From an optimization exercise on the open Yosys and OpenROAD flow, aimed at small area and a short achievable clock period; shortcuts taken in it are not production practice.
The RTL of this run was laid out without a check of its function.
Power is estimated from default activity; no workload was simulated.

`flow/design.v`:
```
module Core(
  input         clock,
  input         reset,
  output [31:0] io_instrAddr,
  input  [31:0] io_instrData,
  output [31:0] io_dataAddr,
  output [31:0] io_dataWrite,
  input  [31:0] io_dataRead,
  output        io_dataWen,
  output        io_dataRen,
  output [3:0]  io_dataMask,
  output [31:0] io_pcDebug
);
  wire [31:0] ins = io_instrData;
  wire [6:0]  op  = ins[6:0];
  wire [4:0]  rd  = ins[11:7];
  wire [2:0]  f3  = ins[14:12];
  wire [4:0]  rs1 = ins[19:15];
  wire [4:0]  rs2 = ins[24:20];
  wire isOP    = op == 7'h33;
  wire isOPI   = op == 7'h13;
  wire isLUI   = op == 7'h37;
  wire isAUIPC = op == 7'h17;
  wire isJAL   = op == 7'h6f;
  wire isJALR  = op == 7'h67;
  wire isBR    = op == 7'h63;
  wire isLD    = op == 7'h03;
  wire isST    = op == 7'h23;
  wire regWrite = isOP | isOPI | isLUI | isAUIPC | isJAL | isJALR | isLD;
  wire [31:0] iimm = {{20{ins[31]}}, ins[31:20]};
  wire [31:0] uimm = {ins[31:12], 12'h0};
  wire [31:0] bimm = {{20{ins[31]}}, ins[7], ins[30:25], ins[11:8], 1'b0};
  wire [31:0] jimm = {{12{ins[31]}}, ins[19:12], ins[20], ins[30:21], 1'b0};
  reg  [31:0] pc;
  reg  [32*32-1:32] rf;
  reg  [31:1] valid;
  wire [31:1] sel1, sel2, wen;
  genvar gi;
  generate
    for (gi = 1; gi < 32; gi = gi + 1) begin : g_dec
      assign sel1[gi] = valid[gi] & (rs1 == gi);
      assign sel2[gi] = valid[gi] & (rs2 == gi);
      assign wen[gi]  = regWrite & (rd == gi);
    end
  endgenerate
  reg [31:0] r1, r2;
  integer i;
  always @* begin
    r1 = 32'h0;
    r2 = 32'h0;
    for (i = 1; i < 32; i = i + 1) begin
      r1 = r1 | ({32{sel1[i]}} & rf[i*32 +: 32]);
      r2 = r2 | ({32{sel2[i]}} & rf[i*32 +: 32]);
    end
  end
  wire [12:0] alo  = {1'b0, r1[11:0]} + {1'b0, ins[31:20]};
  wire [19:0] ahi  = r1[31:12];
  wire [19:0] ainc = ahi + 20'h1;
  wire [19:0] adec = ahi - 20'h1;
  wire        c12  = alo[12];
  wire        sgn  = ins[31];
  wire [19:0] ahiSum = (c12 == sgn) ? ahi : (c12 ? ainc : adec);
  wire [31:0] addr = {ahiSum, alo[11:0]};
  wire [31:0] bsrc = isLUI ? uimm : (isOPI ? iimm : r2);
  wire opAlu = isOP | isOPI;
  wire isCmp = opAlu & (f3[2:1] == 2'b01);
  wire sub   = (isOP & (f3 == 3'h0) & ins[30]) | isCmp;
  wire [32:0] sum33 = {1'b0, r1} + {1'b0, bsrc ^ {32{sub}}} + {32'h0, sub};
  wire [31:0] sum = sum33[31:0];
  wire sltu = ~sum33[32];
  wire slt  = (r1[31] ^ bsrc[31]) ? r1[31] : sum[31];
  wire [4:0]  shamt = bsrc[4:0];
  wire        left  = ~f3[2];
  wire [31:0] r1rev;
  wire [31:0] shrev;
  generate
    for (gi = 0; gi < 32; gi = gi + 1) begin : g_rev
      assign r1rev[gi] = r1[31 - gi];
    end
  endgenerate
  wire [31:0] shin = left ? r1rev : r1;
  wire        fill = ~left & ins[30] & r1[31];
  wire [63:0] shx  = {{32{fill}}, shin} >> shamt;
  wire [31:0] shr  = shx[31:0];
  generate
    for (gi = 0; gi < 32; gi = gi + 1) begin : g_rev2
      assign shrev[gi] = shr[31 - gi];
    end
  endgenerate
  wire [31:0] shres = left ? shrev : shr;
  reg [31:0] aluOut;
  always @* begin
    if (opAlu) begin
      case (f3)
        3'h0: aluOut = sum;
        3'h1: aluOut = shres;
        3'h2: aluOut = {31'h0, slt};
        3'h3: aluOut = {31'h0, sltu};
        3'h4: aluOut = r1 ^ bsrc;
        3'h5: aluOut = shres;
        3'h6: aluOut = r1 | bsrc;
        default: aluOut = r1 & bsrc;
      endcase
    end else begin
      aluOut = sum;
    end
  end
  wire [31:0] pc4   = pc + 32'h4;
  wire [31:0] pcImm = isAUIPC ? iimm : (ins[3] ? jimm : bimm);
  wire [31:0] pcAdd = pc + pcImm;
  wire        taken = isBR & (sum == 32'h0);
  wire [31:0] wdata = isLD ? io_dataRead :
                      (isJAL | isJALR) ? pc4 :
                      isAUIPC ? pcAdd : aluOut;
  always @(posedge clock) begin
    if (reset)
      pc <= 32'h80000000;
    else if (isJALR)
      pc <= {addr[31:1], 1'b0};
    else if (isJAL | taken)
      pc <= pcAdd;
    else
      pc <= pc4;
  end
  always @(posedge clock) begin
    if (reset)
      valid <= 31'h0;
    else
      valid <= valid | wen;
  end
  integer k;
  always @(posedge clock) begin
    for (k = 1; k < 32; k = k + 1)
      if (wen[k]) rf[k*32 +: 32] <= wdata;
  end
  assign io_instrAddr = pc;
  assign io_pcDebug   = pc;
  assign io_dataAddr  = addr;
  assign io_dataWrite = r2;
  assign io_dataWen   = isST;
  assign io_dataRen   = isLD;
  assign io_dataMask  = 4'hf;
endmodule
```
`flow/run.sh`:
```
#!/bin/bash
# synth_recipe.tcl (not shown) runs the flow's synth.tcl, then flattens the netlist and writes it again
# the make line also repeats each setting of config.mk as NAME=value (left out here)
make -C /OpenROAD-flow-scripts/flow DESIGN_CONFIG=/design/flow/config.mk WORK_HOME=/design/flow/orfs CLKGATE_MAP_FILE= SYNTH_SCRIPT=/design/flow/synth_recipe.tcl finish
```
`flow/config.mk`:
```
export PLATFORM = sky130hd
export DESIGN_NAME = Core
export DESIGN_NICKNAME = Core
export VERILOG_FILES = /design/flow/design.v
export SDC_FILE = /design/flow/constraint.sdc
export NUM_CORES = 4
export LEC_CHECK = 0
export CAP_MARGIN = 20
export CORE_MARGIN = 2
export CORE_UTILIZATION = 40
export SETUP_SLACK_MARGIN = 0.6
export SLEW_MARGIN = 20
```
`flow/constraint.sdc`:
```
create_clock -name core_clock -period 14.5 [get_ports {clock}]
set_input_delay 2.9000 -clock core_clock [delete_from_list [all_inputs] [get_ports {clock}]]
set_output_delay 2.9000 -clock core_clock [all_outputs]
set_load 0.01 [all_outputs]
```
==> qor.yml <==
fp.dieW_um: 384
clockBufferDepth: 3
finalSetupTns_ns: 0
status: "timing/DRC/antenna clean"
synth_top_area_cell: "edfxtp_1"
max_freq_mhz: 74.0
post-route-period-util_pct: 93.2
path_clk_slew_ns: 0.06
relSlewSlack_pct: 11.5
coreArea_um2: 143000
crit_type: "input pin to output port"
ys_seq_area_share_pct: 53.9
grt_max_degree: 54
postRouteAntennaNets: 0
netlist_top_cells_area: "edfxtp_1 (52%), a22oi_1 (8.1%), ha_1 (3.4%), nand2_1 (2.6%), nand3_1 (2.4%)"
synth.most_common_cell: "edfxtp_1"
whs_path_depth: 2
synth_ff_type: "edfxtp_1"
rsz0062_at_grt: "false"
dr.pass1.iters: 14
clkPwrFrac_pct: 45.5
syn2layout_area_growth_pct: 16.5
layout.nets: 5583
place.port_buffers: 195
dp_hpwl_um: 230000
dpl_cell_area_um2: 63200
reg2reg_depth: 23
cts_tree: "built"
gp_congestion: 1.05
start_kind: "input pin"
cts_made_buffers: 111
pre_cts_slack_ns: 0.892
avgSynthCellArea_um2: 11.2
initial_core_util_pct: 40.2
regToRegStartpoint: "valid[12]"
drive_gt1_share_pct: 12.7
switching_share_pct: 23.4
switchingPower_mw: 1.57
p_per_area_nw_per_um2: 99.8
grt_util_all_layers_pct: 45.9
synth_top_cell_area_share_pct: 51.7
async_reset_ff_share_pct: 0
pwr-share-seq_pct: 49.5
clk_latency_ns: 0.81
worst_clock_skew_ns: 0.0868
root_buffer: "clkbuf_16"
rrSetupSlack_ns: 5.19
drv_cap: 0
fill_cells: 13200
synthCells: 5134
p_leak_nw: 24.6
maxSlewViolCount: 0
pin_count: 200
intPower_mw: 5.13
wl_per_cell_um: 47.3
critPathSlowestCell: "clkdlybuf4s50_1"
synth_area_um2: 57600
synth_edf_count: 992
hold_buffers: 0
yosysWarnings: 1
tightest_slew_ns: 1.29
antenna_found_initial: 34
worstHoldStart: "valid[3]"
r2r-end: "pc[31]"
cts_resized: 0
cpLargestDelayFamily: "compound AO/OA/AOI/OAI gates"
viasPerCell: 7.67
crit_fanout: 37
worstSetupEndpointType: "output port"
drt_iter0_drc: 12800
grt-ovfl-total: 0
path_buf_inv: 7
cp_slowest_stage_delay_ns: 0.62
wirelength_um: 349000
grt_pass1_vias: 51600
setup_ws_ns: 0.986
ys_ff_latch: 1055
dr_total_vias: 56600
synth.distinct_cells: 93
grt_pass1_wl_um: 457000
dieArea_um2: 147000
die-height_um: 384
crit_required_ns: 11.60
hold_violations: 0
min_path_type: "register to register"
postLayoutCoreUtil_pct: 46.9
cp.arrival_ns: 10.61
setup-violations-final: 0
fin_area_um2: 67200
drc: 0
cts.sinks: 1055
period_minus_slack_ns: 13.51
synthTopCellsByCount: "edfxtp_1 (992), a22oi_1 (620), nand2_1 (402)"
row_count: 139
post_cts_buffers: 0
htreeDepth: 3
ir_drop_v: 0.000123
min_to: "valid[3]"
pwr-share-comb_pct: 4.9
==> metrics by stage <==
stage / hold slack, ns / total power [mW] / cells
3_5_place_dp: 0.528 / 3.70 / 7141
2_1_floorplan: 0.446 / 3.53 / 5137
5_1_grt: 0.566 / 6.81 / 7354
4_1_cts: 0.543 / 6.67 / 7348
3_3_place_gp: 0.531 / 3.70 / 7139
6_report: 0.554 / 6.70 / 7379
==> worst max-delay path by stage <==
stage	endpoint	cells past startpoint	slack (ns)	startpoint
2_1_floorplan	io_dataAddr[30]	33	2.69	io_instrData[17]
3_3_place_gp	io_dataAddr[30]	31	0.82	io_instrData[19]
3_5_place_dp	io_dataAddr[30]	31	0.89	io_instrData[19]
4_1_cts	io_dataAddr[30]	31	0.88	io_instrData[19]
5_1_grt	io_dataAddr[31]	33	0.61	io_instrData[17]
6_report	io_dataAddr[31]	33	0.99	io_instrData[17]
==> tightest hold or removal path, delay by kind of cell, from the launching register on <==
family	cells	cell delay (ns)
and+or+nand+nor	2	0.15
DFF	1	0.35
==> flip-flops by register name (all words and copies together) (netlist names), named ones only <==
register  flops
rf          992
pc           31
valid        31
==> layer usage <==
metal  track usage, %  vias to the layer above  routed length [um]
met5            0.390                        -                 363
met2             65.0                     6295              141000
met1             54.7                    27300              117000
met4             36.6                       34               36300
li1                 -                    21000                   -
met3             18.8                     1927               54400
==> layout make-up <==
cell class / instances / area, um^2 / share of cell area (%)
well taps: 1903 / 2380 / 3.54
repair buffers: 517 / 4430 / 6.59
inverters: 114 / 429 / 0.639
multi-input cells: 3557 / 25000 / 37.2
clock inverters: 78 / 961 / 1.43
clock buffers: 129 / 2880 / 4.28
diodes: 26 / 65.1 / 0.0969
flip-flops and latches: 1055 / 31000 / 46.2
==> layout by cell type (no fill, tap or decap), types with 34 or more instances in the layout <==
cell	n
a2111oi_0	67
a211oi_1	40
a21oi_1	161
a221oi_1	48
a222oi_1	58
a22o_1	60
a22oi_1	620
and2_1	41
and3_1	177
and4_1	50
buf_4	315
clkbuf_16	112
clkdlybuf4s50_1	188
dfxtp_1	63
edfxtp_1	992
ha_1	157
inv_1	109
mux2i_1	84
nand2_1	402
nand3_1	276
nand4_1	128
nor2_1	203
nor3_1	74
nor4_1	60
o211ai_1	45
o21ai_0	100
or3_1	34
xnor2_1	88
xor2_1	45
==> cell families (layout without fill, tap and decap cells) <==
group	count (synthesis)	count (layout)	synth area share (%)
and+or+nand+nor	1660	1660	15.1
AOI/OAI and AO/OA	1475	1475	19.0
DFF	1055	1055	53.9
buffers and inverters	525	838	3.78
adders and majority gates	161	161	3.55
xor gates and xnor gates	134	134	2.04
muxes	123	123	2.71
other	1	30	0.00651
==> power groups by stage <==
stage | clock [mW] | combinational, mW | sequential, mW
finish | 3.05 | 0.329 | 3.32
global route | 3.16 | 0.335 | 3.32
CTS | 3.04 | 0.316 | 3.32
detailed placement | 0 | 0.314 | 3.39
global placement | 0 | 0.313 | 3.39
floorplan | 0 | 0.149 | 3.38

[port drivers added, routing unchanged]
How much do the figures lean on ideal ports? The routed layout below was timed once more, with nothing changed but the port constraints. Step 1 (the two cells are an assumption about what drives the block):
set clk [get_ports {clock}]
set_driving_cell -lib_cell sky130_fd_sc_hd__clkbuf_16 $clk
set_driving_cell -lib_cell sky130_fd_sc_hd__buf_2 [delete_from_list [all_inputs] $clk]
Step 2 moves the port delays by t, midway between the first and last clock arrival at a register: inputs arrive t later, outputs are due t later. That takes back most of the time a late clock gives input paths. a / b / c = no drivers / after step 1 / after step 2; a / b = the first two.
shift t [ns]: 0.853
slack for setup (ns): 0.986 / 0.963 / 0.963
worst setup path at the end: input to output
worst slew at a driven data input, ns: 0.10
After both steps this run still meets setup and hold. For this run, drivers alone change the setup slack by -0.023 ns; drivers and shift together by -0.023 ns.
